This design comes from an exercise in tuning for small area on the open sky130 flow, not from production work. Only simulation tests tie the RTL to the original design; equivalence was not proved. No driver is modelled on the clock port, so clocking that relies on it looks cheaper here than on a real chip. No activity file was given, so power comes from the tool's default toggle rates.

[flow/run.sh]
#!/bin/bash
# The standard ORFS layout (standard.sh) with area-oriented changes:
#  - after floorplan, the combinational logic of the standard synthesis is
#    replaced by a hand-written gate-level mapping (handmap.tcl); the
#    registers are kept as synthesized
#  - before repair_design, every combinational cell takes its smallest
#    equivalent size (downsize.tcl); repair_design then fixes slew/cap
#  - ports are buffered with buf_1
#  - the clock tree uses clkbuf_4 leaf clusters and no dummy loads; after
#    placement, trial trees (cts_trial.tcl) pick the largest cluster size whose
#    estimated flip-flop clock-pin slew stays at or under 118 ps
# Each tool's full output goes to a log here: standard_place.log, cts_trial_N.log,
# standard.log; ORFS keeps each step's log under orfs/logs.
set -e
here=$(pwd)
export POST_FLOORPLAN_TCL=$here/flow/handmap.tcl
export PRE_RESIZE_TCL=$here/flow/downsize.tcl
export BUFFER_PORTS_ARGS="-buffer_cell sky130_fd_sc_hd__buf_1"
settings="CORE_UTILIZATION=72 SLEW_MARGIN=5 CAP_MARGIN=5"
bash standard.sh $settings place > standard_place.log 2>&1

res=$here/orfs/results/sky130hd/fifo/base
export TRIAL_LIB=$FLOW_HOME/platforms/sky130hd/lib/sky130_fd_sc_hd__tt_025C_1v80.lib
export TRIAL_ODB=$res/3_place.odb
export TRIAL_SDC=$res/3_place.sdc
export TRIAL_RC=$FLOW_HOME/platforms/sky130hd/setRC.tcl
export TRIAL_DONT_USE="sky130_fd_sc_hd__probe_p_8 sky130_fd_sc_hd__probec_p_8"
base="-sink_clustering_enable -repair_clock_nets -dont_use_dummy_load -buf_list {sky130_fd_sc_hd__clkbuf_4}"
best="$base -sink_clustering_size 9 -sink_clustering_max_diameter 50"
best_area=1000000
n=0
for cand in "13 60" "12 70" "12 60" "11 60" "10 60"; do
  set -- $cand
  n=$((n + 1))
  args="$base -sink_clustering_size $1 -sink_clustering_max_diameter $2"
  TRIAL_CTS_ARGS="$args" openroad -no_init -exit $here/flow/cts_trial.tcl > cts_trial_$n.log 2>&1 || continue
  line=$(grep '^TRIAL ' cts_trial_$n.log | tail -1 || true)
  area=$(echo "$line" | cut -d' ' -f2)
  slew=$(echo "$line" | cut -d' ' -f3)
  [[ -n "$slew" ]] || continue
  echo "trial $n: $args -> area $area slew $slew" >> cts_trials.txt
  if awk -v s="$slew" -v a="$area" -v b="$best_area" 'BEGIN { exit !(s <= 0.118 && a < b) }'; then
    best="$args"
    best_area=$area
  fi
done
echo "chosen: $best" >> cts_trials.txt
export CTS_ARGS="$best"
bash standard.sh $settings finish > standard.log 2>&1
[flow/cts_trial.tcl]
# Trial clock tree on the placed design: prints the clock buffer area and the
# largest flip-flop clock-pin slew for the clock_tree_synthesis arguments in
# $::env(TRIAL_CTS_ARGS). Nothing is written back.
read_liberty $::env(TRIAL_LIB)
read_db $::env(TRIAL_ODB)
read_sdc $::env(TRIAL_SDC)
source $::env(TRIAL_RC)
proc carea {} {
  set a 0
  foreach i [[ord::get_db_block] getInsts] {
    set m [$i getMaster]
    set a [expr {$a + [$m getWidth] * [$m getHeight] / 1e6}]
  }
  return $a
}
set a0 [carea]
set_dont_use $::env(TRIAL_DONT_USE)
repair_clock_inverters
eval clock_tree_synthesis $::env(TRIAL_CTS_ARGS)
set_propagated_clock [all_clocks]
estimate_parasitics -placement
set worst 0
foreach p [get_pins -hierarchical */CLK] {
  foreach s [list [get_property $p slew_max_rise] [get_property $p slew_max_fall]] {
    if {$s > $worst} { set worst $s }
  }
}
puts "TRIAL [expr {[carea] - $a0}] $worst"
[flow/downsize.tcl]
# Give every combinational cell its smallest equivalent; repair_design runs next.
sta::make_equiv_cells [get_libs *]
set n 0
foreach inst [get_cells *] {
  set lc [get_lib_cells -of_objects $inst]
  if {$lc eq "NULL" || $lc eq ""} continue
  set nm [get_name $lc]
  if {[string match "*df*" $nm] || [string match "*dl*" $nm]} continue
  set best $lc
  set ba [get_property $lc area]
  foreach c [sta::find_equiv_cells $lc] {
    if {$c eq "NULL" || $c eq ""} continue
    set cn [get_name $c]
    if {[lsearch -exact $::env(DONT_USE_CELLS) $cn] >= 0} continue
    if {[string match "*lpflow*" $cn] || [string match "*probe*" $cn]} continue
    set a [get_property $c area]
    if {$a < $ba} { set best $c; set ba $a }
  }
  if {$best != $lc} { replace_cell $inst $best; incr n }
}
puts "downsize: resized $n instances"
[flow/handmap.tcl]
# Gate-level mapping of the combinational logic of fifo (rtl/fifo.sv), written
# out by hand for area. It replaces every combinational cell of the standard
# synthesis; the registers (their names and cell types) are kept as they are.
# Each channel's logic follows the equations in rtl/fifo.sv:
#   wa = wr_en & ~is_full, ra = rd_en & ~is_empty
#   slot k is written when wa and head is at k (Gray order 00, 01, 11, 10)
#   head/tail step in Gray order, 0 on reset
#   is_empty' = rst | ~wa & (is_empty | rd_en & (tail + 1 == head))
#   is_full'  = ~rst & ~ra & (is_full | wr_en & (head + 1 == tail))
#   popped' = ra, zero' = rst
#   x/y: the slot at the decoded tail (front)
#   out: 0 if zero, else the slot at popped ? front-1 : front
# A 4-way select by an inverted one-hot is two o22ai and a nor2 (or nor3 with zero).

namespace eval hm {
  variable blk
  variable db
  variable uid 0
}

proc hm::net {} {
  variable blk
  variable uid
  incr uid
  return [odb::dbNet_create $blk "hm_n$uid"]
}

# make a cell: master suffix, list of pin net pairs; returns the output net
# (made here when the output pin is given as "")
proc hm::cell {type pins} {
  variable blk
  variable db
  variable uid
  incr uid
  set m [$db findMaster sky130_fd_sc_hd__$type]
  if {$m eq "NULL"} { error "handmap: no master $type" }
  set inst [odb::dbInst_create $blk $m "hm_g$uid"]
  set outnet ""
  foreach {pin n} $pins {
    if {$n eq ""} { set n [hm::net] }
    set it [$inst findITerm $pin]
    if {$it eq "NULL"} { error "handmap: $type has no pin $pin" }
    $it connect $n
    if {[$it isOutputSignal]} { set outnet $n }
  }
  return $outnet
}

proc hm::port {name} {
  variable blk
  set bt [$blk findBTerm $name]
  if {$bt eq "NULL"} { error "handmap: no port $name" }
  return [$bt getNet]
}

proc hm::ff {name} {
  variable blk
  set inst [$blk findInst $name]
  if {$inst eq "NULL"} { error "handmap: no register $name" }
  return $inst
}

proc hm::q {inst} { return [[$inst findITerm Q] getNet] }

proc hm::drive {inst pin n} {
  set it [$inst findITerm $pin]
  if {[$it getNet] ne "NULL"} { $it disconnect }
  $it connect $n
}

# 4-way select by an inverted one-hot ns (exactly one ns[k] is 0):
#   (ns0 | d0) & (ns1 | d1) & (ns2 | d2) & (ns3 | d3), and 0 when zero is 1
# onto net out: two o22ai and a nor2 (nor3 with zero)
proc hm::ormux4 {ns d zero out} {
  set y1 [hm::cell o22ai_1 [list A1 [lindex $ns 0] A2 [lindex $d 0] B1 [lindex $ns 1] B2 [lindex $d 1] Y ""]]
  set y2 [hm::cell o22ai_1 [list A1 [lindex $ns 2] A2 [lindex $d 2] B1 [lindex $ns 3] B2 [lindex $d 3] Y ""]]
  if {$zero eq ""} {
    return [hm::cell nor2_1 [list A $y1 B $y2 Y $out]]
  }
  return [hm::cell nor3_1 [list A $zero B $y1 C $y2 Y $out]]
}

proc hm::run {} {
  variable blk
  variable db
  set db [ord::get_db]
  set blk [ord::get_db_block]
  set W 14

  # drop the synthesized combinational logic
  set nkeep 0
  set ndel 0
  foreach inst [$blk getInsts] {
    set m [[$inst getMaster] getName]
    if {$m eq "sky130_fd_sc_hd__edfxtp_1" || $m eq "sky130_fd_sc_hd__dfxtp_1"} {
      incr nkeep
      foreach it [$inst getITerms] {
        if {[$it isInputSignal] && [[$it getMTerm] getName] ne "CLK"} {
          if {[$it getNet] ne "NULL"} { $it disconnect }
        }
      }
    } else {
      odb::dbInst_destroy $inst
      incr ndel
    }
  }
  puts "handmap: kept $nkeep registers, removed $ndel cells"

  set rst [hm::port rst]
  set zff [hm::ff {g_ch\[4\].ch.zero$_DFF_P_}]
  hm::drive $zff D $rst
  set z [hm::q $zff]
  set nrst [hm::cell inv_1 [list A $rst Y ""]]

  for {set c 0} {$c < 5} {incr c} {
    set p "g_ch\\\[$c\\\].ch."
    set wr [hm::port "wr_en\[$c\]"]
    set rd [hm::port "rd_en\[$c\]"]
    foreach r {head\\\[1\\\] head\\\[0\\\] tail\\\[1\\\] tail\\\[0\\\] is_empty is_full popped} v {h1 h0 t1 t0 E F P} {
      set ff($v) [hm::ff "${p}${r}\$_DFF_P_"]
    }
    # the flags drive their ports directly
    foreach v {E F} port [list "is_empty\[$c\]" "is_full\[$c\]"] {
      set it [$ff($v) findITerm Q]
      set old [$it getNet]
      $it disconnect
      set pn [hm::port $port]
      foreach bt [$old getBTerms] { }
      $it connect $pn
      if {[llength [$old getITerms]] == 0 && [llength [$old getBTerms]] == 0} { odb::dbNet_destroy $old }
    }
    foreach v {h1 h0 t1 t0 E F P} { set s($v) [hm::q $ff($v)] }
    set nh1 [hm::cell inv_1 [list A $s(h1) Y ""]]
    set nh0 [hm::cell inv_1 [list A $s(h0) Y ""]]
    set nt1 [hm::cell inv_1 [list A $s(t1) Y ""]]
    set nt0 [hm::cell inv_1 [list A $s(t0) Y ""]]
    set wa [hm::cell nor2b_1 [list A $s(F) B_N $wr Y ""]]
    set ra [hm::cell nor2b_1 [list A $s(E) B_N $rd Y ""]]
    set wan [hm::cell inv_1 [list A $wa Y ""]]
    set ran [hm::cell inv_1 [list A $ra Y ""]]
    # write enables
    set we(0) [hm::cell and3_1 [list A $wa B $nh1 C $nh0 X ""]]
    set we(1) [hm::cell and3_1 [list A $wa B $nh1 C $s(h0) X ""]]
    set we(2) [hm::cell and3_1 [list A $wa B $s(h1) C $s(h0) X ""]]
    set we(3) [hm::cell and3_1 [list A $wa B $s(h1) C $nh0 X ""]]
    # pointers
    hm::cell a221oi_1 [list A1 $nh0 A2 $wa B1 $nh1 B2 $wan C1 $rst Y [set d [hm::net]]]
    hm::drive $ff(h1) D $d
    hm::cell a221oi_1 [list A1 $s(h1) A2 $wa B1 $nh0 B2 $wan C1 $rst Y [set d [hm::net]]]
    hm::drive $ff(h0) D $d
    hm::cell a221oi_1 [list A1 $nt0 A2 $ra B1 $nt1 B2 $ran C1 $rst Y [set d [hm::net]]]
    hm::drive $ff(t1) D $d
    hm::cell a221oi_1 [list A1 $s(t1) A2 $ra B1 $nt0 B2 $ran C1 $rst Y [set d [hm::net]]]
    hm::drive $ff(t0) D $d
    # flags: x1 & x2 is tail + 1 == head, ~x1 & ~x2 is head + 1 == tail
    set x1 [hm::cell xnor2_1 [list A $s(t0) B $s(h1) Y ""]]
    set x2 [hm::cell xor2_1 [list A $s(t1) B $s(h0) X ""]]
    set g1 [hm::cell a31oi_1 [list A1 $rd A2 $x1 A3 $x2 B1 $s(E) Y ""]]
    hm::cell o21ai_0 [list A1 $wa A2 $g1 B1 $nrst Y [set d [hm::net]]]
    hm::drive $ff(E) D $d
    set hm [hm::cell nor2_1 [list A $x1 B $x2 Y ""]]
    set g2 [hm::cell a21oi_1 [list A1 $wr A2 $hm B1 $s(F) Y ""]]
    hm::cell nor3_1 [list A $rst B $ra C $g2 Y [set d [hm::net]]]
    hm::drive $ff(F) D $d
    hm::drive $ff(P) D $ra
    # front (tail) decode, inverted (nf: 0 at the front slot), and the slot
    # out reads, inverted (nsel = popped ? nf[k+1] : nf[k])
    set nf0 [hm::cell nand2_1 [list A $nt1 B $nt0 Y ""]]
    set nf1 [hm::cell nand2_1 [list A $nt1 B $s(t0) Y ""]]
    set nf2 [hm::cell nand2_1 [list A $s(t1) B $s(t0) Y ""]]
    set nf3 [hm::cell nand2_1 [list A $s(t1) B $nt0 Y ""]]
    set nf [list $nf0 $nf1 $nf2 $nf3]
    set np [hm::cell inv_1 [list A $s(P) Y ""]]
    set nsel {}
    for {set k 0} {$k < 4} {incr k} {
      lappend nsel [hm::cell o22a_1 [list A1 $np A2 [lindex $nf [expr {($k + 1) % 4}]] B1 $s(P) B2 [lindex $nf $k] X ""]]
    }
    # storage
    for {set b 0} {$b < $W} {incr b} {
      set inn [hm::port "in\[[expr {$c * $W + $b}]\]"]
      set d {}
      for {set k 0} {$k < 4} {incr k} {
        set mf [hm::ff "${p}mem\\\[$k\\\]\\\[$b\\\]\$_DFFE_PP_"]
        hm::drive $mf D $inn
        hm::drive $mf DE $we($k)
        lappend d [hm::q $mf]
      }
      hm::ormux4 $nsel $d $z [hm::port "out\[[expr {$c * $W + $b}]\]"]
      if {$b >= 8 && $b < 11} {
        hm::ormux4 $nf $d "" [hm::port "x_dest\[[expr {$c * 3 + $b - 8}]\]"]
      } elseif {$b >= 11} {
        hm::ormux4 $nf $d "" [hm::port "y_dest\[[expr {$c * 3 + $b - 11}]\]"]
      }
    }
  }

  # nets left without connections
  set nd 0
  foreach n [$blk getNets] {
    if {[llength [$n getITerms]] == 0 && [llength [$n getBTerms]] == 0} {
      odb::dbNet_destroy $n
      incr nd
    }
  }
  puts "handmap: removed $nd unconnected nets"
}

hm::run
[standard.sh]
#!/bin/bash
# synth_recipe.tcl (not shown) runs the flow's synth.tcl, then flattens the netlist and writes it again
# the make line also repeats each setting of config.mk as NAME=value (left out here)
make -C /OpenROAD-flow-scripts/flow DESIGN_CONFIG=/design/flow/config.mk WORK_HOME=/design/flow/orfs CLKGATE_MAP_FILE= SYNTH_SCRIPT=/design/flow/synth_recipe.tcl "${@:-finish}"
[config.mk]
export PLATFORM = sky130hd
export DESIGN_NAME = fifo
export DESIGN_NICKNAME = fifo
export VERILOG_FILES = /design/flow/design.v
export SDC_FILE = /design/flow/constraint.sdc
export NUM_CORES = 4
export LEC_CHECK = 0
export CAP_MARGIN = 20
export CORE_MARGIN = 2
export CORE_UTILIZATION = 40
export SLEW_MARGIN = 20
[constraint.sdc]
create_clock -name core_clock -period 8.0 [get_ports {clk}]
set_input_delay 1.6000 -clock core_clock [delete_from_list [all_inputs] [get_ports {clk}]]
set_output_delay 1.6000 -clock core_clock [all_outputs]
set_load 0.01 [all_outputs]
[design.v]
`timescale 1ns/100ps
module sync_fifo (in,out,clk,rst,is_full,is_empty,rd_en,wr_en,x_dest,y_dest);
	parameter depth=4, data_width=8,nbit=$clog2(depth),addr_width=3;
	localparam W = data_width+2*addr_width;
	input [W-1:0] in;
	output [addr_width-1:0] x_dest;
	output [addr_width-1:0] y_dest;
	output [W-1:0] out;
	input clk;
	input rst;
	output reg is_full;
	output reg is_empty;
	input rd_en;
	input wr_en;
	reg [W-1:0] mem [0:3];
	reg [1:0] head;
	reg [1:0] tail;
	reg popped;
	reg zero;
	wire wa = wr_en & ~is_full;
	wire ra = rd_en & ~is_empty;
	wire [3:0] wslot = {head == 2'b10, head == 2'b11, head == 2'b01, head == 2'b00};
	wire [3:0] front = {tail == 2'b10, tail == 2'b11, tail == 2'b01, tail == 2'b00};
	wire head_meets_tail = (head[0] == tail[1]) & (head[1] != tail[0]);
	wire tail_meets_head = (tail[0] == head[1]) & (tail[1] != head[0]);
	genvar k;
	generate for (k = 0; k < 4; k = k + 1) begin : g_slot
		always @(posedge clk)
			if (wa & wslot[k])
				mem[k] <= in;
	end endgenerate
	wire [3:0] sel = zero ? 4'b0000 : popped ? {front[0], front[3:1]} : front;
	wire [W-1:0] head_flit;
	assign head_flit = ({W{front[0]}} & mem[0]) | ({W{front[1]}} & mem[1]) |
	                   ({W{front[2]}} & mem[2]) | ({W{front[3]}} & mem[3]);
	assign out = ({W{sel[0]}} & mem[0]) | ({W{sel[1]}} & mem[1]) |
	             ({W{sel[2]}} & mem[2]) | ({W{sel[3]}} & mem[3]);
	assign x_dest = head_flit[data_width+addr_width-1:data_width];
	assign y_dest = head_flit[W-1:data_width+addr_width];
	always @(posedge clk) begin
		zero <= rst;
		popped <= ra;
		head[1] <= ~rst & (wa ? head[0] : head[1]);
		head[0] <= ~rst & (wa ? ~head[1] : head[0]);
		tail[1] <= ~rst & (ra ? tail[0] : tail[1]);
		tail[0] <= ~rst & (ra ? ~tail[1] : tail[0]);
		is_empty <= rst | (~wa & (ra ? tail_meets_head : is_empty));
		is_full <= ~rst & ~ra & (wa ? head_meets_tail : is_full);
	end
endmodule
module fifo (in,out,clk,rst,rd_en,wr_en,is_full,is_empty,x_dest,y_dest);
	parameter n_input=5, data_width=8, addr_width=3;
	input [n_input*(data_width+2*addr_width)-1:0] in;
	input [n_input-1:0] rd_en;
	input [n_input-1:0] wr_en;
	input clk;
	input rst;
	output [n_input*(data_width+2*addr_width)-1:0] out;
	output [n_input-1:0] is_full;
	output [n_input-1:0] is_empty;
	output [n_input*addr_width-1:0] x_dest;
	output [n_input*addr_width-1:0] y_dest;
	localparam W = data_width+2*addr_width;
	genvar i;
	generate for (i = 0; i < n_input; i = i + 1) begin : g_ch
		sync_fifo ch (.in(in[i*W +: W]),.out(out[i*W +: W]),.clk(clk),.rst(rst),.is_full(is_full[i]),.is_empty(is_empty[i]),.rd_en(rd_en[i]),.wr_en(wr_en[i]),.x_dest(x_dest[i*addr_width +: addr_width]),.y_dest(y_dest[i*addr_width +: addr_width]));
	end endgenerate
endmodule
==> run summary, run 1 <==
count of buffers inserted at the top-level ports=191; unrepaired setup endpoints after global routing=no; Final Core Density=64.9%; Max-Slew Margin vs Limit=15.5%; count of distinct cell types in the synthesized netlist=41; Internal Dissipation=~2.2 mW; Post-synth EDFFs=280; total core area=roughly 0.02 sq mm; average vias per placed instance=6.36; number of standard cells in the final layout excluding fillers=1278; number of setup buffers added after CTS=0; Antenna Nets Post-Route=0; TritonCTS clock tree=yes; Post-Syn Area=around 0.015 sq mm; post-route clock skew=about 54 ps; TritonCTS Buffers=37; combined global-route utilization of all metal layers=between 20 and 25%; count of final hold-check violations=0; Worst Tran Pin Value=1270 ps; CP arrival=2770 ps; area enclosed by the die boundary=0.0219 sq mm; startpoint class of the critical path=flip-flop; type of the worst setup path=reg2out; hold slack=509 ps; sequential area share after synthesis=61.1%; portion of total power attributed to combinational logic=13.4%; Final #Nets=~1100; routing layer with the top usage in global route=met2; fraction of synthesized cell area taken by the top area cell type=between 50 and 60%; biggest area contributors in the synthesized netlist=sky130_fd_sc_hd__edfxtp_1, sky130_fd_sc_hd__mux2i_1, sky130_fd_sc_hd__dfxtp_1; Chip Width=148 um; share of total power in the clock network=22.4%; total power after layout=3.00 mW; top_reg_cell synth=sky130_fd_sc_hd__edfxtp_1; synthesis warning total=2; wire length of the first global-routing pass=about 42 mm; Site Rows=52; y dimension of the die=148 um; cts-stage hold buffer count=0; total congestion overflow=0; Largest stage delay, worst path=570 ps; final setup violation count=0; # Max-Cap Violations=0; global-route met3 utilization=5.37%; met2 layer usage reported by global route=40.3%; minimum clock period after layout=4370 ps; synthesized net count=1200; count of pins on the block boundary=192; # resized after CTS=0; Filler Cell Count=about 1500; most frequent cells in the layout=sky130_fd_sc_hd__edfxtp_1, sky130_fd_sc_hd__o22ai_1, sky130_fd_sc_hd__buf_1; global routing usage on met1=approximately a third; Syn Area/Cell=13.4 sq um; area of combinational cells with multiple inputs=0.00254 sq mm; switching part of the total power=25.7%; outcome=finished clean; critical path endpoint category=output port; total negative slack for setup checks=0 ps; count of mapped cells out of synthesis=approximately 1100; number of DRC violations after detailed-routing iteration 0=715; global placer's final weighted congestion=roughly 0.87; sw power=around 0.77 mW; worst vdd ir=between 0.00015 and 0.0002 V; clock slew at the register clock pins of the worst setup and hold paths=110 ps; sink count of the clock tree=between 300 and 400; Area growth, synth to finish=-11.8%; Data required, critical path=6400 ps; DRT Pass-1 Iters=6; fraction of registers with async set/reset=0%; Critical Path, Cell by Cell=inv_1 -> nand2_1 -> o22a_1 -> o22ai_1 -> nor3_1 -> buf_1; library cell with the largest summed area after synthesis=sky130_fd_sc_hd__edfxtp_1; DP Cell Count=1241; effective utilization at floorplan=73.6%; DRC violation count after routing=0; area taken by flip-flops and latches=~0.0091 sq mm; post-synthesis sequential element count=roughly 320; largest driver fanout on the critical path=14; overall routed net length=roughly 28 mm; share of the clock period used by the worst path=54.6%; master of the slowest instance on the critical path=sky130_fd_sc_hd__o22a_1; worst r2r path cells=2; pin count of the biggest net entering global routing=34; WL per Instance=21.6 um; top achievable clock speed=229 MHz; half-perimeter wire length after placement=17.9 mm; Leakage Power=4.11 nW; Min-Delay Path Class=reg2reg; total number of vias=between 8000 and 9000; number of antenna violations at the first check in global routing=0; number of instances on the worst hold path=1; PD cells=228 mW/mm^2; most common library cell in the layout ignoring fill and taps=sky130_fd_sc_hd__edfxtp_1; diode count=0; number of global-route vias before repair=7973; Seq pwr share=64.2%; Clock Latency Late Sink=640 ps; max-slew violation total from the final report=0; share of final-layout standard cells stronger than drive strength 1=around 4.0%
-- registers in the layout (all words and copies together) (netlist names) --
register and cells:
g_ch.ch.mem 280, g_ch.ch.head 10, g_ch.ch.tail 10, g_ch.ch.is_empty 5, g_ch.ch.is_full 5, g_ch.ch.popped 5
g_ch.ch.zero 1
-- synthesized netlist by cell type, types with 29 or more instances --
library cell,n
sky130_fd_sc_hd__edfxtp_1,280
sky130_fd_sc_hd__a21oi_1,127
sky130_fd_sc_hd__mux2i_1,95
sky130_fd_sc_hd__o21ai_0,73
sky130_fd_sc_hd__mux2_2,51
sky130_fd_sc_hd__nand2_1,44
sky130_fd_sc_hd__a22oi_1,42
sky130_fd_sc_hd__a22o_1,41
sky130_fd_sc_hd__nor2_1,38
sky130_fd_sc_hd__buf_2,37
sky130_fd_sc_hd__dfxtp_1,36
sky130_fd_sc_hd__clkbuf_1,32
sky130_fd_sc_hd__nand3_1,31
sky130_fd_sc_hd__mux4_2,29
-- worst paths after layout --
path                        from                   end  slack (ps)
max           g_ch[3].ch.tail[0]               out[55]        3630
min          g_ch[1].ch.is_empty     g_ch[1].ch.popped         510
max reg2reg   g_ch[0].ch.is_full  g_ch[0].ch.mem[3][0]        6100
min reg2reg  g_ch[1].ch.is_empty     g_ch[1].ch.popped         510
-- per-stage QoR --
| step | area (sq um) | worst slack, ps |
|---|---|---|
| floorplan | 14900 | 4760 |
| global placement | 12900 | 4340 |
| detailed placement | 12900 | 4350 |
| CTS | 13200 | 3610 |
| global route | 13200 | 3400 |
| finish | 13200 | 3630 |
-- layout make-up, without the clock buffers --
class	count	share of cell area [%]
Sequential cell	316	69.3
Multi-Input combinational cell	425	19.3
Tap cell	270	2.57
Timing Repair Buffer	194	5.66
Inverter	36	1.03
-- kinds of logic (layout without fill, tap and decap cells) --
| logic type | after synthesis | count (layout) | synth area share, % |
|---|---|---|---|
| AOI/OAI and AO/OA | 340 | 255 | 14.1 |
| xor gates and xnor gates | 14 | 10 | 0.821 |
| and+or+nand+nor | 168 | 160 | 5.59 |
| DFF | 316 | 316 | 61.1 |
| muxes | 176 | 0 | 14.8 |
| buffers and inverters | 104 | 267 | 3.63 |
-- per-layer routing --
metal | wire, um | vias to the layer above
met5 | 0 | -
met4 | 567 | 0
met3 | 2320 | 55
met2 | 13300 | 397
met1 | 11300 | 3972
li1 | - | 3701
-- worst max-delay path: cells and delay by family, from the launching register on --
kind,cells,cell delay [ps]
buffers and inverters,2,300
and+or+nand+nor,2,640
AOI/OAI and AO/OA,2,770
DFF,1,410
-- power groups by stage --
stage	clock [mW]	sequential, mW	combinational (mW)
6_report	0.673	1.93	0.401
3_5_place_dp	0	1.96	0.397
2_1_floorplan	0	1.93	0.301
5_1_grt	0.764	1.93	0.436
4_1_cts	0.697	1.93	0.399
3_3_place_gp	0	1.96	0.385
==> run 2, diff against run 1 <==
--- a/flow/run.sh
+++ b/flow/run.sh
@@ -29,7 +29,7 @@
 best="$base -sink_clustering_size 9 -sink_clustering_max_diameter 50"
 best_area=1000000
 n=0
-for cand in "13 60" "12 70" "12 60" "11 60" "10 60"; do
+for cand in "13 60" "13 50" "12 70" "12 60" "12 50" "11 60" "11 50" "10 60" "10 50"; do
   set -- $cand
   n=$((n + 1))
   args="$base -sink_clustering_size $1 -sink_clustering_max_diameter $2"
--- a/flow/handmap.tcl
+++ b/flow/handmap.tcl
@@ -171,6 +171,8 @@
     set nf3 [hm::cell nand2_1 [list A $s(t1) B $nt0 Y ""]]
     set nf [list $nf0 $nf1 $nf2 $nf3]
     set np [hm::cell inv_1 [list A $s(P) Y ""]]
+    # the shared zero register reaches each channel's 14 out gates through a buffer
+    set zc [hm::cell buf_1 [list A $z X ""]]
     set nsel {}
     for {set k 0} {$k < 4} {incr k} {
       lappend nsel [hm::cell o22a_1 [list A1 $np A2 [lindex $nf [expr {($k + 1) % 4}]] B1 $s(P) B2 [lindex $nf $k] X ""]]
@@ -185,7 +187,7 @@
         hm::drive $mf DE $we($k)
         lappend d [hm::q $mf]
       }
-      hm::ormux4 $nsel $d $z [hm::port "out\[[expr {$c * $W + $b}]\]"]
+      hm::ormux4 $nsel $d $zc [hm::port "out\[[expr {$c * $W + $b}]\]"]
       if {$b >= 8 && $b < 11} {
         hm::ormux4 $nf $d "" [hm::port "x_dest\[[expr {$c * 3 + $b - 8}]\]"]
       } elseif {$b >= 11} {
==> run summary, run 2 <==
minimum clock period after layout=4360 ps; Filler Cell Count=between 1500 and 2000; Max-Slew Margin vs Limit=19.0%; Data required, critical path=roughly 6400 ps; worst r2r path cells=2; final setup violation count=0; synthesis warning total=2; reg-to-reg endpoint=g_ch[3].ch.mem[2][7]; fraction of synthesized cell area taken by the top area cell type=56.3%; most frequent cells in the layout=sky130_fd_sc_hd__edfxtp_1, sky130_fd_sc_hd__o22ai_1, sky130_fd_sc_hd__buf_1; total core area=0.0203 sq mm; synthesized net count=1200; cts-stage hold buffer count=0; y dimension of the die=~150 um; PD cells=227 mW/mm^2; number of DRC violations after detailed-routing iteration 0=539; master of the slowest instance on the critical path=sky130_fd_sc_hd__o22a_1; effective utilization at floorplan=73.6%; pin count of the biggest net entering global routing=34; clock slew at the register clock pins of the worst setup and hold paths=110 ps; total negative slack for setup checks=0 ps; CP arrival=approximately 2800 ps; setup slack, reg-to-reg=6070 ps; count of buffers inserted at the top-level ports=between 150 and 200; Site Rows=52; Syn Area/Cell=13.4 sq um; Leakage Power=between 4 and 5 nW; Worst Tran Pin Value=1220 ps; critical path endpoint category=output port; sink count of the clock tree=316; Final Core Density=64.9%; number of setup buffers added after CTS=0; WL per Instance=21.2 um; fraction of registers with async set/reset=0%; Min-Delay Path Class=reg2reg; count of distinct cell types in the synthesized netlist=41; post-synthesis sequential element count=between 300 and 400; TritonCTS Buffers=36; max reg flops=280; number of antenna violations at the first check in global routing=3; largest driver fanout on the critical path=14; Largest stage delay, worst path=620 ps; number of global-route vias before repair=8068; DP Cell Count=between 1000 and 1500; type of the worst setup path=reg2out; Final #Nets=around 1100; global placer's final weighted congestion=0.822; DRT Pass-1 Iters=5; Clock Latency Late Sink=630 ps; overall routed net length=27.1 mm; most common library cell in the layout ignoring fill and taps=sky130_fd_sc_hd__edfxtp_1; wire length of the first global-routing pass=~40 mm; # resized after CTS=0; top_reg_cell synth=sky130_fd_sc_hd__edfxtp_1; Worst Hold Endpoint=g_ch[0].ch.popped; post-route clock skew=77.0 ps; biggest area contributors in the synthesized netlist=sky130_fd_sc_hd__edfxtp_1, sky130_fd_sc_hd__mux2i_1, sky130_fd_sc_hd__dfxtp_1; Antenna Nets Post-Route=0; share of final-layout standard cells stronger than drive strength 1=3.87%; top cells by instance count after synthesis=sky130_fd_sc_hd__edfxtp_1, sky130_fd_sc_hd__a21oi_1, sky130_fd_sc_hd__mux2i_1; TritonCTS clock tree=yes; total buffers and inverters traversed by the critical path=2; Area growth, synth to finish=-11.8%; most repeated cell in the gate-level netlist after synthesis=sky130_fd_sc_hd__edfxtp_1; DRC violation count after routing=0; total congestion overflow=0; share of the clock period used by the worst path=between 50 and 60%; r2r startpoint=g_ch[3].ch.is_full; half-perimeter wire length after placement=17.3 mm; unrepaired setup endpoints after global routing=no; registers with the most flip-flops=g_ch.ch.mem (280), g_ch.ch.head (10), g_ch.ch.tail (10); outcome=finished clean; Post-Syn Area=0.0149 sq mm; worst vdd ir=0.000129 V; count of pins on the block boundary=192; # Max-Cap Violations=0; HP Start=g_ch[0].ch.is_empty; sequential area share after synthesis=61.1%; count of final hold-check violations=0; number of instances on the worst hold path=1; number of standard cells in the final layout excluding fillers=1280; top achievable clock speed=roughly 230 MHz; library cell with the largest summed area after synthesis=sky130_fd_sc_hd__edfxtp_1; max-slew violation total from the final report=0; Chip Width=148 um; total number of vias=~8000; Critical Path, Cell by Cell=inv_1 -> nand2_1 -> o22a_1 -> o22ai_1 -> nor3_1 -> buf_1; average vias per placed instance=6.23; count of mapped cells out of synthesis=~1100; Post-synth EDFFs=280; area enclosed by the die boundary=0.0219 sq mm; category of cells accounting for the largest share of critical-path delay=compound AO/OA/AOI/OAI gates; Most flops, register=g_ch.ch.mem; startpoint class of the critical path=flip-flop; combined global-route utilization of all metal layers=24.2%
## run 2: changes by cell type in the layout (fill, tap and decap cells not counted), sizes merged
| cell | delta |
|---|---|
| diode | +3 |
| clkbuf | -1 |
## run 2: worst max-delay path by stage
stage / start / end / slack (ps) / depth (start not counted)
2_1_floorplan: wr_en[0] / g_ch[0].ch.mem[3][0] / 4760 / 2
3_3_place_gp: g_ch[4].ch.tail[1] / out[68] / 4350 / 6
3_5_place_dp: g_ch[4].ch.tail[1] / out[68] / 4300 / 6
4_1_cts: g_ch[4].ch.tail[1] / out[68] / 3570 / 6
5_1_grt: g_ch[4].ch.tail[0] / out[68] / 3480 / 6
6_report: g_ch[4].ch.tail[1] / out[68] / 3640 / 6
## run 2: layout make-up, without the clock buffers
class / count / area [sq um] / area share (%)
tap: 270 / 338 / 2.57
sequential: 316 / 9130 / 69.3
timing repair buffer: 194 / 746 / 5.66
antenna: 3 / 7.51 / 0.0570
multi-input combinational: 425 / 2540 / 19.3
inverter: 36 / 135 / 1.03
## run 2: report_power, final
group | internal (mW) | switching [mW] | leakage, nW
registers | 1.88 | 0.0405 | 2.87
clock network | 0.209 | 0.449 | 0.166
logic | 0.130 | 0.270 | 1.07
total | 2.22 | 0.759 | 4.11
## run 2: routing by layer
| metal | vias up | GRT usage, % | part of all wire, % |
|---|---|---|---|
| met5 | - | 0 | 0 |
| met2 | 303 | 41.8 | 50 |
| met1 | 3905 | 30.9 | 40 |
| met4 | 0 | 7.86 | 2.7 |
| met3 | 53 | 5.06 | 7.2 |
| li1 | 3711 | - | - |
## run 2: metrics by stage
stage	power (mW)	setup slack (ps)	hold slack (ps)	area [sq um]
floorplan	2.23	4760	468	14900
global placement	2.35	4350	487	12900
detailed placement	2.36	4300	499	12900
CTS	3.01	3570	516	13200
global route	3.12	3480	551	13200
finish	2.98	3640	516	13200
## run 2: cell families (layout without fill, tap and decap cells)
logic type	count (synthesis)	count (layout)	share of synthesized area [%]
simple gates	168	160	5.59
flops	316	316	61.1
other cells	0	3	0
mux	176	0	14.8
compound gates	340	255	14.1
xor+xnor	14	10	0.821
buf+inv	104	266	3.63
==> run 3, diff against run 2 <==
--- a/flow/run.sh
+++ b/flow/run.sh
@@ -16,7 +16,7 @@
 export POST_FLOORPLAN_TCL=$here/flow/handmap.tcl
 export PRE_RESIZE_TCL=$here/flow/downsize.tcl
 export BUFFER_PORTS_ARGS="-buffer_cell sky130_fd_sc_hd__buf_1"
-settings="CORE_UTILIZATION=72 SLEW_MARGIN=5 CAP_MARGIN=5"
+settings="CORE_UTILIZATION=80 SLEW_MARGIN=5 CAP_MARGIN=5"
 bash standard.sh $settings place > standard_place.log 2>&1
 
 res=$here/orfs/results/sky130hd/fifo/base
==> run summary, run 3 <==
r2r startpoint=g_ch[3].ch.is_full; number of global-route vias before repair=8057; total negative slack for setup checks=0 ps; y dimension of the die=141 um; pin count of the biggest net entering global routing=30; Largest stage delay, worst path=around 590 ps; Chip Width=141 um; area taken by flip-flops and latches=0.00913 sq mm; wire length of the first global-routing pass=about 41 mm; total congestion overflow=0; half-perimeter wire length after placement=17.2 mm; critical path endpoint category=output port; sequential area share after synthesis=61.1%; Seq pwr share=between 60% and 70%; post-route clock skew=52.8 ps; largest driver fanout on the critical path=14; sw power=0.766 mW; placed cell area=0.0128 sq mm; top_reg_cell synth=sky130_fd_sc_hd__edfxtp_1; most repeated cell in the gate-level netlist after synthesis=sky130_fd_sc_hd__edfxtp_1; # Max-Cap Violations=0; combined global-route utilization of all metal layers=a little over a quarter; Data required, critical path=6400 ps; Antenna Nets Post-Route=0; DRC violation count after routing=0; total core area=0.0181 sq mm; WL per Instance=21.6 um; max-slew violation total from the final report=0; most common library cell in the layout ignoring fill and taps=sky130_fd_sc_hd__edfxtp_1; global placer's final weighted congestion=0.904; Post-synth EDFFs=280; number of setup buffers added after CTS=0; TritonCTS clock tree=yes; synthesis warning total=2; final setup violation count=0; share of total power in the clock network=22.3%; Final #Nets=1091; reg-to-reg endpoint=g_ch[3].ch.mem[2][7]; number of instances on the worst hold path=1; HP Start=g_ch[2].ch.is_empty; Worst Tran Pin Value=1200 ps; cts-stage hold buffer count=0; Min-Delay Path Class=reg2reg; startpoint class of the critical path=flip-flop; share of the clock period used by the worst path=between 50% and 60%; CP arrival=2740 ps; post-route cell area=between 0.01 and 0.015 sq mm; PD cells=228 mW/mm^2; worst vdd ir=0.000177 V; clock slew at the register clock pins of the worst setup and hold paths=110 ps; fraction of synthesized cell area taken by the top area cell type=56.3%; count of distinct cell types in the synthesized netlist=41; worst slack at placement=4340 ps; count of mapped cells out of synthesis=between 1000 and 1500; Worst Hold Endpoint=g_ch[2].ch.popped; top cells by instance count after synthesis=sky130_fd_sc_hd__edfxtp_1, sky130_fd_sc_hd__a21oi_1, sky130_fd_sc_hd__mux2i_1; worst r2r path cells=2; number of DRC violations after detailed-routing iteration 0=776; Site Rows=49; registers with the most flip-flops=g_ch.ch.mem (280), g_ch.ch.head (10), g_ch.ch.tail (10); count of pins on the block boundary=192; portion of total power attributed to combinational logic=13.4%; Most flops, register=g_ch.ch.mem; Filler Cell Count=about 1300; DRT Pass-1 Iters=5; effective utilization at floorplan=82.3%; type of the worst setup path=reg2out; Area growth, synth to finish=-12.1%; count of final hold-check violations=0; post-route setup slack=3660 ps; Internal Dissipation=2.22 mW; max reg flops=280; minimum clock period after layout=4340 ps; setup slack, reg-to-reg=6160 ps; synthesized net count=1200; Clock Latency Late Sink=about 630 ps; count of buffers inserted at the top-level ports=191; Leakage Power=4.11 nW; TritonCTS Buffers=36; total number of vias=8121; # resized after CTS=0; overall routed net length=26.8 mm; master of the slowest instance on the critical path=sky130_fd_sc_hd__o22a_1; Critical Path, Cell by Cell=inv_1 -> nand2_1 -> o22a_1 -> o22ai_1 -> nor3_1 -> buf_1; sink count of the clock tree=316; area enclosed by the die boundary=~0.020 sq mm; top achievable clock speed=230 MHz; post-synthesis sequential element count=between 300 and 400; switching part of the total power=roughly a quarter; unrepaired setup endpoints after global routing=no; outcome=finished clean; share of final-layout standard cells stronger than drive strength 1=3.87%; average vias per placed instance=6.55; Post-Syn Area=0.0149 sq mm; biggest area contributors in the synthesized netlist=sky130_fd_sc_hd__edfxtp_1, sky130_fd_sc_hd__mux2i_1, sky130_fd_sc_hd__dfxtp_1; Max-Slew Margin vs Limit=19.8%; library cell with the largest summed area after synthesis=sky130_fd_sc_hd__edfxtp_1; area of combinational cells with multiple inputs=between 0.002 and 0.003 sq mm; most frequent cells in the layout=sky130_fd_sc_hd__edfxtp_1, sky130_fd_sc_hd__o22ai_1, sky130_fd_sc_hd__buf_1; fraction of registers with async set/reset=0%; Syn Area/Cell=13.4 sq um; number of antenna violations at the first check in global routing=3
[run 3: how the worst max path moves through the flow]
stage / startpoint / endpoint / slack [ps]
global placement: g_ch[4].ch.tail[1] / out[69] / 4390
detailed placement: g_ch[4].ch.tail[1] / out[65] / 4340
floorplan: wr_en[0] / g_ch[0].ch.mem[3][0] / 4760
CTS: g_ch[4].ch.tail[1] / out[65] / 3650
finish: g_ch[4].ch.tail[1] / out[65] / 3660
global route: g_ch[2].ch.tail[1] / out[41] / 3510
[run 3: layout make-up, without the clock buffers]
type / count / share of cell area [%]
sequential: 316 / 69.6
multi-input combinational: 425 / 19.4
timing repair buffer: 194 / 5.74
tap: 229 / 2.18
inverter: 36 / 1.03
antenna: 4 / 0.0763
[run 3: logic make-up (layout without fill, tap and decap cells)]
| logic type | Yosys count | count (layout) | share of synthesized area [%] |
|---|---|---|---|
| AOI/OAI and AO/OA | 340 | 255 | 14.1 |
| DFF | 316 | 316 | 61.1 |
| muxes | 176 | 0 | 14.8 |
| and+or+nand+nor | 168 | 160 | 5.59 |
| buffers and inverters | 104 | 266 | 3.63 |
| xor gates and xnor gates | 14 | 10 | 0.821 |
| other | 0 | 4 | 0 |
[run 3: routing by layer]
layer	up-vias	global-route usage [%]	wire, um
met5	-	0	0
met1	3945	33.8	10300
met4	0	10.1	610
li1	3707	-	-
met2	406	44.5	13500
met3	63	6.15	2350
[run 3: stage by stage]
| stage | utilization [%] | total power [mW] | instances | hold WS (ps) |
|---|---|---|---|---|
| after floorplan | - | 2.23 | 1118 | 468 |
| after CTS | 72.3 | 3.01 | 1236 | 535 |
| final | 72.3 | 2.99 | 1240 | 535 |
| after global placement | 70.7 | 2.34 | 1199 | 489 |
| after detailed placement | 70.8 | 2.36 | 1200 | 497 |
| after global routing | 72.3 | 3.11 | 1237 | 574 |
[run 3: power groups by stage]
stage | logic [mW] | registers [mW] | clock network [mW]
floorplan | 0.301 | 1.93 | 0
global placement | 0.382 | 1.96 | 0
detailed placement | 0.395 | 1.96 | 0
CTS | 0.396 | 1.93 | 0.687
global route | 0.432 | 1.93 | 0.747
finish | 0.399 | 1.93 | 0.666
[run 3: critical path, delay by kind of cell, from the launching register on]
kind,cells,cell delay [ps]
AND/OR/NAND/NOR,2,640
flip-flops,1,410
buffers and inverters,2,300
AO/OA/AOI/OAI,2,780
==> run 4, diff against run 3 <==
--- a/flow/run.sh
+++ b/flow/run.sh
@@ -6,9 +6,10 @@
 #  - before repair_design, every combinational cell takes its smallest
 #    equivalent size (downsize.tcl); repair_design then fixes slew/cap
 #  - ports are buffered with buf_1
-#  - the clock tree uses clkbuf_4 leaf clusters and no dummy loads; after
-#    placement, trial trees (cts_trial.tcl) pick the largest cluster size whose
-#    estimated flip-flop clock-pin slew stays at or under 118 ps
+#  - the clock tree uses no dummy loads; after placement, trial trees
+#    (cts_trial.tcl) over a few buffer sizes and cluster sizes pick the one
+#    with the least buffer area whose estimated flip-flop clock-pin slew stays
+#    at or under 118 ps
 # Each tool's full output goes to a log here: standard_place.log, cts_trial_N.log,
 # standard.log; ORFS keeps each step's log under orfs/logs.
 set -e
@@ -16,7 +17,7 @@
 export POST_FLOORPLAN_TCL=$here/flow/handmap.tcl
 export PRE_RESIZE_TCL=$here/flow/downsize.tcl
 export BUFFER_PORTS_ARGS="-buffer_cell sky130_fd_sc_hd__buf_1"
-settings="CORE_UTILIZATION=80 SLEW_MARGIN=5 CAP_MARGIN=5"
+settings="CORE_UTILIZATION=72 SLEW_MARGIN=5 CAP_MARGIN=5"
 bash standard.sh $settings place > standard_place.log 2>&1
 
 res=$here/orfs/results/sky130hd/fifo/base
@@ -25,14 +26,15 @@
 export TRIAL_SDC=$res/3_place.sdc
 export TRIAL_RC=$FLOW_HOME/platforms/sky130hd/setRC.tcl
 export TRIAL_DONT_USE="sky130_fd_sc_hd__probe_p_8 sky130_fd_sc_hd__probec_p_8"
-base="-sink_clustering_enable -repair_clock_nets -dont_use_dummy_load -buf_list {sky130_fd_sc_hd__clkbuf_4}"
-best="$base -sink_clustering_size 9 -sink_clustering_max_diameter 50"
+base="-sink_clustering_enable -repair_clock_nets -dont_use_dummy_load"
+best="$base -buf_list {sky130_fd_sc_hd__clkbuf_4} -sink_clustering_size 9 -sink_clustering_max_diameter 50"
 best_area=1000000
 n=0
-for cand in "13 60" "13 50" "12 70" "12 60" "12 50" "11 60" "11 50" "10 60" "10 50"; do
+for cand in "4 13 60" "4 13 50" "4 12 70" "4 12 60" "4 12 50" "4 11 60" "4 11 50" "4 10 60" "4 10 50" \
+            "8 24 70" "8 22 60" "8 20 60" "8 20 50" "8 18 50" "2 7 40" "2 6 40" "2 6 30"; do
   set -- $cand
   n=$((n + 1))
-  args="$base -sink_clustering_size $1 -sink_clustering_max_diameter $2"
+  args="$base -buf_list {sky130_fd_sc_hd__clkbuf_$1} -sink_clustering_size $2 -sink_clustering_max_diameter $3"
   TRIAL_CTS_ARGS="$args" openroad -no_init -exit $here/flow/cts_trial.tcl > cts_trial_$n.log 2>&1 || continue
   line=$(grep '^TRIAL ' cts_trial_$n.log | tail -1 || true)
   area=$(echo "$line" | cut -d' ' -f2)
==> run summary, run 4 <==
outcome=finished clean; overall routed net length=approximately 27 mm; synthesized net count=1200; number of setup buffers added after CTS=0; count of distinct cell types in the synthesized netlist=between 40 and 50; synthesis warning total=2; worst r2r path cells=2; count of pins on the block boundary=roughly 190; WL per Instance=between 20 and 25 um; share of final-layout standard cells stronger than drive strength 1=3.87%; Worst Tran Pin Value=1220 ps; total number of vias=7972; Worst Hold Endpoint=g_ch[0].ch.popped; minimum clock period after layout=4360 ps; count of buffers inserted at the top-level ports=roughly 190; share of the clock period used by the worst path=54.5%; library cell with the largest summed area after synthesis=sky130_fd_sc_hd__edfxtp_1; Final Core Density=64.9%; biggest area contributors in the synthesized netlist=sky130_fd_sc_hd__edfxtp_1, sky130_fd_sc_hd__mux2i_1, sky130_fd_sc_hd__dfxtp_1; half-perimeter wire length after placement=17.3 mm; total core area=between 0.02 and 0.025 sq mm; number of global-route vias before repair=8068; fraction of registers with async set/reset=0%; Min-Delay Path Class=reg2reg; fraction of synthesized cell area taken by the top area cell type=56.3%; y dimension of the die=148 um; combined global-route utilization of all metal layers=24.2%; Antenna Nets Post-Route=0; average vias per placed instance=6.23; PD cells=227 mW/mm^2; Final #Nets=1091; wire length of the first global-routing pass=a little over 40 mm; # Max-Cap Violations=0; registers with the most flip-flops=g_ch.ch.mem (280), g_ch.ch.head (10), g_ch.ch.tail (10); Area growth, synth to finish=-11.8%; worst vdd ir=0.000129 V; sequential area share after synthesis=between 60% and 70%; largest driver fanout on the critical path=14; DRC violation count after routing=0; Leakage Power=4.11 nW; worst slack at placement=4300 ps; Post-synth EDFFs=280; max-slew violation total from the final report=0; TritonCTS clock tree=yes; HP Start=g_ch[0].ch.is_empty; top achievable clock speed=229 MHz; cts-stage hold buffer count=0; effective utilization at floorplan=73.6%; reg-to-reg endpoint=g_ch[3].ch.mem[2][7]; area enclosed by the die boundary=around 0.022 sq mm; Syn Area/Cell=approximately 13 sq um; top_reg_cell synth=sky130_fd_sc_hd__edfxtp_1; final setup violation count=0; setup slack, reg-to-reg=between 6000 and 7000 ps; unrepaired setup endpoints after global routing=no; post-synthesis sequential element count=approximately 320; Data required, critical path=6400 ps; top cells by instance count after synthesis=sky130_fd_sc_hd__edfxtp_1, sky130_fd_sc_hd__a21oi_1, sky130_fd_sc_hd__mux2i_1; Clock Latency Late Sink=630 ps; r2r startpoint=g_ch[3].ch.is_full; startpoint class of the critical path=flip-flop; Most flops, register=g_ch.ch.mem; post-route setup slack=3640 ps; count of final hold-check violations=0; sink count of the clock tree=316; number of instances on the worst hold path=1; most frequent cells in the layout=sky130_fd_sc_hd__edfxtp_1, sky130_fd_sc_hd__o22ai_1, sky130_fd_sc_hd__buf_1; TritonCTS Buffers=36; Chip Width=~150 um; global placer's final weighted congestion=0.822; type of the worst setup path=reg2out; hold slack=516 ps; Site Rows=52; total power after layout=2.98 mW; number of DRC violations after detailed-routing iteration 0=539; most repeated cell in the gate-level netlist after synthesis=sky130_fd_sc_hd__edfxtp_1; clock slew at the register clock pins of the worst setup and hold paths=110 ps; pin count of the biggest net entering global routing=34; post-route clock skew=77.0 ps; # resized after CTS=0; count of mapped cells out of synthesis=1118; total congestion overflow=0; Max-Slew Margin vs Limit=between 10% and 20%; max reg flops=280; Post-Syn Area=0.0149 sq mm; critical path endpoint category=output port; number of antenna violations at the first check in global routing=3; most common library cell in the layout ignoring fill and taps=sky130_fd_sc_hd__edfxtp_1; DRT Pass-1 Iters=5; total negative slack for setup checks=0 ps; CP arrival=2760 ps
## run 4: cell types whose count changed in the layout (fill, tap and decap cells not counted), sizes merged
cell / before / now
diode: 4 / 3
## run 4: metrics by stage
stage,instance area (sq um),instances
2_1_floorplan,14900,1118
3_3_place_gp,12900,1240
3_5_place_dp,12900,1241
4_1_cts,13200,1277
5_1_grt,13200,1278
6_report,13200,1280
## run 4: worst max path at each step
stage,from,endpoint,depth (start not counted)
after global routing,g_ch[4].ch.tail[0],out[68],6
final,g_ch[4].ch.tail[1],out[68],6
after floorplan,wr_en[0],g_ch[0].ch.mem[3][0],2
after CTS,g_ch[4].ch.tail[1],out[68],6
after global placement,g_ch[4].ch.tail[1],out[68],6
after detailed placement,g_ch[4].ch.tail[1],out[68],6
## run 4: per-layer routing
| metal | vias to the layer above | part of all wire [%] | global-route usage, % |
|---|---|---|---|
| met5 | - | 0 | 0 |
| met3 | 53 | 7.2 | 5.06 |
| met2 | 303 | 50 | 41.8 |
| li1 | 3711 | - | - |
| met4 | 0 | 2.7 | 7.86 |
| met1 | 3905 | 40 | 30.9 |
## run 4: power breakdown
group,switching [mW],internal [mW]
Clock,0.449,0.209
Combinational,0.270,0.130
Sequential,0.0405,1.88
## run 4: cell families (layout without fill, tap and decap cells)
| group | after synthesis | after routing | share of synthesized area, % |
|---|---|---|---|
| XOR/XNOR | 14 | 10 | 0.821 |
| AND/OR/NAND/NOR | 168 | 160 | 5.59 |
| AO/OA/AOI/OAI | 340 | 255 | 14.1 |
| buffers and inverters | 104 | 266 | 3.63 |
| other | 0 | 3 | 0 |
| multiplexers | 176 | 0 | 14.8 |
| flip-flops | 316 | 316 | 61.1 |
## run 4: layout make-up, without the clock buffers
cell class / count / area, sq um
antenna: 3 / 7.51
inverter: 36 / 135
sequential: 316 / 9130
timing repair buffer: 194 / 746
multi-input combinational: 425 / 2540
tap: 270 / 338
fill: 1519 / 7130
## run 4: critical path: stages, from the launching register on
cell	delay, ps
sky130_fd_sc_hd__dfxtp_1	440
sky130_fd_sc_hd__inv_1	100
sky130_fd_sc_hd__nand2_1	280
sky130_fd_sc_hd__o22a_1	620
sky130_fd_sc_hd__o22ai_1	170
sky130_fd_sc_hd__nor3_1	320
sky130_fd_sc_hd__buf_1	200

## port drivers added, routing unchanged
The results above use ideal ports. As a check the final layouts listed here were re-extracted and re-timed, cells and wires unchanged.
Step 1: set_driving_cell puts a clkbuf_16 on clk and a buf_2 on each other input, an assumption about the parent block.
Step 2 moves the port delays by t, midway between the first and last clock arrival at a register: inputs arrive t later, outputs are due t later. That takes back most of the time a late clock gives input paths.
a / b / c = no drivers / after step 1 / after step 2; a / b = the first two.
run | t (ns) | slack for setup (ns) | clock arrival spread, ns | worst data-port slew with drivers (ns) | cell pins on the clock port's net
run 1 | 0.650 | 3.635 / 3.598 / 4.248 | 0.061 / 0.062 | 0.08 | 1
run 2 | 0.635 | 3.640 / 3.601 / 4.236 | 0.077 / 0.077 | 0.09 | 1
run 3 | 0.639 | 3.658 / 3.622 / 4.260 | 0.052 / 0.053 | 0.08 | 1
run 4 | 0.635 | 3.640 / 3.601 / 4.236 | 0.077 / 0.077 | 0.09 | 1
After both steps setup and hold are still met in every run listed.
